Context: an optimization exercise on an open-source flow, tuned for small area. The choices shown serve that exercise and are no tape-out recipe.
At most, simulation tests tie the RTL to the original design; equivalence was not proved.
Power figures rest on the tool's default switching activity, not on a simulated workload.

==> flow/design.v <==
`timescale 1ns / 1ps
module check_receive_window (
	input clk,
	input rst_n,
	input [63:0] in_tt_data,
	input [7:0] in_tt_ctrl,
	input in_tt_wr,
	input in_buffer_rdy,
	input in_table_wr,
	input [15:0] in_port_number,
	input [15:0] in_buffer_number,
	input [63:0] in_window_start,
	input [63:0] in_window_end,
	input [63:0] in_global_time,
	input [15:0] in_flow_id,
	input in_tt_flag,
	input [15:0] in_tt_length,
	output reg out_tt_flag_clear,
	output [63:0] out_buffer_data,
	output [7:0] out_buffer_ctrl,
	output out_buffer_wr,
	output out_tt_rdy,
	output [3:0] out_switch_port,
	output [3:0] out_switch_buffer,
	output reg out_table_rdy
);
	localparam [3:0] CT0 = 4'b0000;    
	localparam [3:0] CT1 = 4'b0001;    
	localparam [3:0] CT2 = 4'b0011;    
	localparam [3:0] CID = 4'b0111;    
	localparam [3:0] DROP = 4'b0100;   
	localparam [3:0] WD0 = 4'b0110;    
	localparam [3:0] WD1 = 4'b1110;    
	localparam [3:0] WD2 = 4'b1010;    
	localparam [3:0] WD3 = 4'b0010;    
	localparam [3:0] IDLE = 4'b0101;   
	reg entry_active;           
	reg [3:0] port_onehot;
	reg [3:0] buffer_number;
	reg [63:0] window_start;
	reg [63:0] window_end;
	reg [15:0] flow_id;
	reg [15:0] tt_length;
	reg [3:0] pstate;
	reg header_ok;
	reg [63:0] word_a;          
	reg [63:0] word_b;          
	wire carry4 = window_end[3] | (window_end[2] & window_end[1]);
	wire [63:0] end_plus;
	wire [63:4] inc_c;
	assign end_plus[0] = window_end[0];
	assign end_plus[1] = ~window_end[1];
	assign end_plus[2] = window_end[2] ^ window_end[1];
	assign end_plus[3] = ~(window_end[3] ^ (window_end[2] & window_end[1]));
	genvar gi;
	generate
		for (gi = 4; gi < 64; gi = gi + 1) begin : inc
			assign end_plus[gi] = window_end[gi] ^ inc_c[gi];
			if (gi == 4) begin : first
				assign inc_c[gi] = carry4;
			end else if ((gi - 4) % 4 == 0) begin : blk
				assign inc_c[gi] = carry4 & (&window_end[gi - 1:4]);
			end else begin : mid
				assign inc_c[gi] = window_end[gi - 1] & inc_c[gi - 1];
			end
		end
	endgenerate
	wire expired, start_ok, end_ok;
	ge64 ge_exp (.a(in_global_time), .b(end_plus), .y(expired));
	ge64 ge_start (.a(word_a), .b(window_start), .y(start_ok));
	ge64 ge_end (.a(window_end), .b(word_a), .y(end_ok));
	wire time_ok = start_ok && end_ok;
	wire id_ok = word_b[63:32] == {flow_id, tt_length};
	wire ctrl_end = in_tt_ctrl == 8'h01;
	wire take0 = pstate == CT0 && in_tt_wr;
	wire take1 = pstate == CT1 && in_tt_wr;
	wire fwd_hdr = pstate[3];
	wire pass = pstate == WD3;
	always @(posedge clk or negedge rst_n) begin
		if (!rst_n) begin
			entry_active <= 1'b0;
			out_table_rdy <= 1'b0;
			out_tt_flag_clear <= 1'b0;
		end else begin
			out_table_rdy <= !entry_active && !in_table_wr;
			out_tt_flag_clear <= entry_active && expired && in_tt_flag && header_ok;
			if (!entry_active) begin
				if (in_table_wr) entry_active <= 1'b1;
			end else if (expired && (!in_tt_flag || header_ok)) begin
				entry_active <= 1'b0;
			end
		end
	end
	always @(posedge clk) begin
		if (!entry_active && in_table_wr) begin
			port_onehot <= {in_port_number == 16'd4, in_port_number == 16'd3,
			                in_port_number == 16'd2, in_port_number == 16'd1};
			buffer_number <= in_buffer_number[3:0];
			window_start <= in_window_start;
			window_end <= in_window_end;
			flow_id <= in_flow_id;
			tt_length <= in_tt_length;
		end
	end
	always @(posedge clk or negedge rst_n) begin
		if (!rst_n) begin
			pstate <= IDLE;
			header_ok <= 1'b0;
		end else begin
			case (pstate)
			IDLE: if (in_table_wr) pstate <= CT0;
			CT0: if (take0) begin
				pstate <= CT1;
				header_ok <= 1'b0;
			end
			CT1: if (in_tt_wr) begin
				pstate <= CT2;
				header_ok <= 1'b0;
			end
			CT2: if (time_ok) begin
				pstate <= CID;
				header_ok <= 1'b1;
			end else begin
				pstate <= DROP;
			end
			CID: pstate <= id_ok ? WD0 : DROP;
			DROP: if (ctrl_end) pstate <= CT0;
			WD0: pstate <= WD1;
			WD1: pstate <= WD2;
			WD2: pstate <= ctrl_end ? CT0 : WD3;
			WD3: if (ctrl_end) pstate <= CT0;
			default: pstate <= CT0;
			endcase
		end
	end
	always @(posedge clk) begin
		if (take0 || take1) word_b <= in_tt_data;
		if (take1 || pstate == WD1) word_a <= word_b;
	end
	assign out_tt_rdy = pstate == CT0 || pstate == DROP || pstate == IDLE || (pass && in_buffer_rdy);
	assign out_buffer_wr = fwd_hdr || (pass && in_tt_wr);
	assign out_buffer_data = fwd_hdr ? word_a : in_tt_data;
	assign out_buffer_ctrl = fwd_hdr ? 8'd0 : in_tt_ctrl;
	assign out_switch_port = port_onehot;
	assign out_switch_buffer = buffer_number;
endmodule
module ge64 (
	input [63:0] a,
	input [63:0] b,
	output y
);
	wire [63:0] g0 = a & ~b;
	wire [63:0] t0 = a | ~b;
	wire [31:0] g1, t1;
	wire [15:0] g2, t2;
	wire [7:0] g3, t3;
	wire [3:0] g4, t4;
	wire [1:0] g5, t5;
	genvar i;
	generate
		for (i = 0; i < 32; i = i + 1) begin : l1
			assign g1[i] = g0[2*i+1] | (t0[2*i+1] & g0[2*i]);
			assign t1[i] = t0[2*i+1] & t0[2*i];
		end
		for (i = 0; i < 16; i = i + 1) begin : l2
			assign g2[i] = g1[2*i+1] | (t1[2*i+1] & g1[2*i]);
			assign t2[i] = t1[2*i+1] & t1[2*i];
		end
		for (i = 0; i < 8; i = i + 1) begin : l3
			assign g3[i] = g2[2*i+1] | (t2[2*i+1] & g2[2*i]);
			assign t3[i] = t2[2*i+1] & t2[2*i];
		end
		for (i = 0; i < 4; i = i + 1) begin : l4
			assign g4[i] = g3[2*i+1] | (t3[2*i+1] & g3[2*i]);
			assign t4[i] = t3[2*i+1] & t3[2*i];
		end
		for (i = 0; i < 2; i = i + 1) begin : l5
			assign g5[i] = g4[2*i+1] | (t4[2*i+1] & g4[2*i]);
			assign t5[i] = t4[2*i+1] & t4[2*i];
		end
	endgenerate
	assign y = g5[1] | (t5[1] & (g5[0] | t5[0]));
endmodule
Settings: LEC_CHECK=0, CAP_MARGIN=0, CORE_MARGIN=2, CORE_UTILIZATION=60, SLEW_MARGIN=0; clock period 5.0 ns.
standard.sh (not shown) runs the stock make flow with config.mk's settings and CLKGATE_MAP_FILE= SYNTH_SCRIPT=/design/flow/synth_recipe.tcl, a recipe that flattens the netlist after the stock synthesis.
==> flow/flow/run.sh <==
#!/bin/bash
# ORFS layout with an area-oriented ABC mapping, smaller port buffers and a
# leaner clock tree. Everything else is the standard flow (standard.sh).
set -euo pipefail
here=$(pwd)
# copy of the ORFS scripts with only the ABC script replaced
rm -rf "$here/orfs_scripts"
cp -r "$FLOW_HOME/scripts" "$here/orfs_scripts"
cp "$here/flow/abc.script" "$here/orfs_scripts/abc_speed.script"
export SCRIPTS_DIR="$here/orfs_scripts"
export BUFFER_PORTS_ARGS="-buffer_cell sky130_fd_sc_hd__buf_1"
export CTS_ARGS="-sink_clustering_enable -repair_clock_nets -dont_use_dummy_load -buf_list sky130_fd_sc_hd__clkbuf_8 -sink_clustering_size 16 -sink_clustering_max_diameter 80"
bash standard.sh > flow_make.log 2>&1
==> flow/flow/abc.script <==
strash
dch
map -D 3000
strash
dch
map -D 3000
strash
dch
map -D 3000
strash
dch
map -D 3000
strash
dch
map -D 3000
strash
dch
map -D 3000
strash
dch
map -D 3000
strash
dch
map -D 3000
strash
dch
map -D 3000
strash
dch
map -D 3000
strash
dch
map -D 3000
strash
dch
map -D 3000
strash
dch
map -D 3000
strash
dch
map -D 3000
strash
dch
map -D 3000
strash
dch
map -D 3000
strash
dch
map -D 3000
strash
dch
map -D 3000
strash
dch
map -D 3000
strash
dch
map -D 3000
strash
dch
map -D 3000
strash
dch
map -D 3000
strash
dch
map -D 3000
strash
dch
map -D 3000
strash
dch
map -D 3000
strash
dch
map -D 3000
strash
dch
map -D 3000
strash
dch
map -D 3000
strash
dch
map -D 3000
strash
dch
map -D 3000
strash
dch
map -D 3000
strash
dch
map -D 3000
topo
stime -c
buffer -c
upsize -c
dnsize -c
Then changed:
--- a/flow/design.v
+++ b/flow/design.v
@@ -34,6 +34,6 @@
 	localparam [3:0] WD2 = 4'b1010;    
 	localparam [3:0] WD3 = 4'b0010;    
-	localparam [3:0] IDLE = 4'b0101;   
 	reg entry_active;           
+	reg armed;                  
 	reg [3:0] port_onehot;
 	reg [3:0] buffer_number;
@@ -59,5 +59,5 @@
 			if (gi == 4) begin : first
 				assign inc_c[gi] = carry4;
-			end else if ((gi - 4) % 4 == 0) begin : blk
+			end else if ((gi - 4) % 8 == 0) begin : blk
 				assign inc_c[gi] = carry4 & (&window_end[gi - 1:4]);
 			end else begin : mid
@@ -73,5 +73,5 @@
 	wire id_ok = word_b[63:32] == {flow_id, tt_length};
 	wire ctrl_end = in_tt_ctrl == 8'h01;
-	wire take0 = pstate == CT0 && in_tt_wr;
+	wire take0 = pstate == CT0 && armed && in_tt_wr;
 	wire take1 = pstate == CT1 && in_tt_wr;
 	wire fwd_hdr = pstate[3];
@@ -80,4 +80,5 @@
 		if (!rst_n) begin
 			entry_active <= 1'b0;
+			armed <= 1'b0;
 			out_table_rdy <= 1'b0;
 			out_tt_flag_clear <= 1'b0;
@@ -86,5 +87,8 @@
 			out_tt_flag_clear <= entry_active && expired && in_tt_flag && header_ok;
 			if (!entry_active) begin
-				if (in_table_wr) entry_active <= 1'b1;
+				if (in_table_wr) begin
+					entry_active <= 1'b1;
+					armed <= 1'b1;
+				end
 			end else if (expired && (!in_tt_flag || header_ok)) begin
 				entry_active <= 1'b0;
@@ -105,9 +109,8 @@
 	always @(posedge clk or negedge rst_n) begin
 		if (!rst_n) begin
-			pstate <= IDLE;
+			pstate <= CT0;
 			header_ok <= 1'b0;
 		end else begin
 			case (pstate)
-			IDLE: if (in_table_wr) pstate <= CT0;
 			CT0: if (take0) begin
 				pstate <= CT1;
@@ -138,5 +141,5 @@
 		if (take1 || pstate == WD1) word_a <= word_b;
 	end
-	assign out_tt_rdy = pstate == CT0 || pstate == DROP || pstate == IDLE || (pass && in_buffer_rdy);
+	assign out_tt_rdy = pstate == CT0 || pstate == DROP || (pass && in_buffer_rdy);
 	assign out_buffer_wr = fwd_hdr || (pass && in_tt_wr);
 	assign out_buffer_data = fwd_hdr ? word_a : in_tt_data;
Outcome: Design area is higher slightly. Total power is higher by a few percent. Routed wire length is higher slightly. Worst hold slack loses 0.031 ns. Clock power stays flat. Cell count is higher slightly. Sequential share of layout area is lower by 0.30 points. Via count is higher by a few percent. Clock skew is higher by 0.030 ns. Worst setup slack loses 0.20 ns. First-iteration DRC count is higher by about a fifth. Core utilization is higher by 0.36 points. Count of clock-buffer cells in the layout is higher by 1.
Function not checked in the first run of this note: the RTL went through the layout flow alone.

## separate check: timing with driven ports
Ports are ideal in the flow. The routed layouts listed here were re-timed in OpenROAD. Step 1, drivers: a clkbuf_16 drives clk and a buf_2 each remaining input, both assumed. Step 2 adds t to the input delays and takes it off the output delays; t is the mean of the earliest and latest rising clock arrival at the registers after step 1. Input paths then give back, and output paths get back, about the clock's delay inside the block. Slacks: no drivers / after step 1 / after step 2; pairs: no drivers / after step 1.
| run | t (ns) | slack for setup (ns) | hold WS [ns] | worst setup path at the end | pins driven straight from the clock port |
|---|---|---|---|---|---|
| the first run | 0.589 | 0.319 / 0.319 / 0.319 | 0.402 / 0.380 / 0.424 | register to register | 1 |
| the second run | 0.569 | 0.116 / 0.116 / 0.116 | 0.371 / 0.374 / 0.425 | register to register | 1 |
After both steps setup and hold are still met in every run listed.
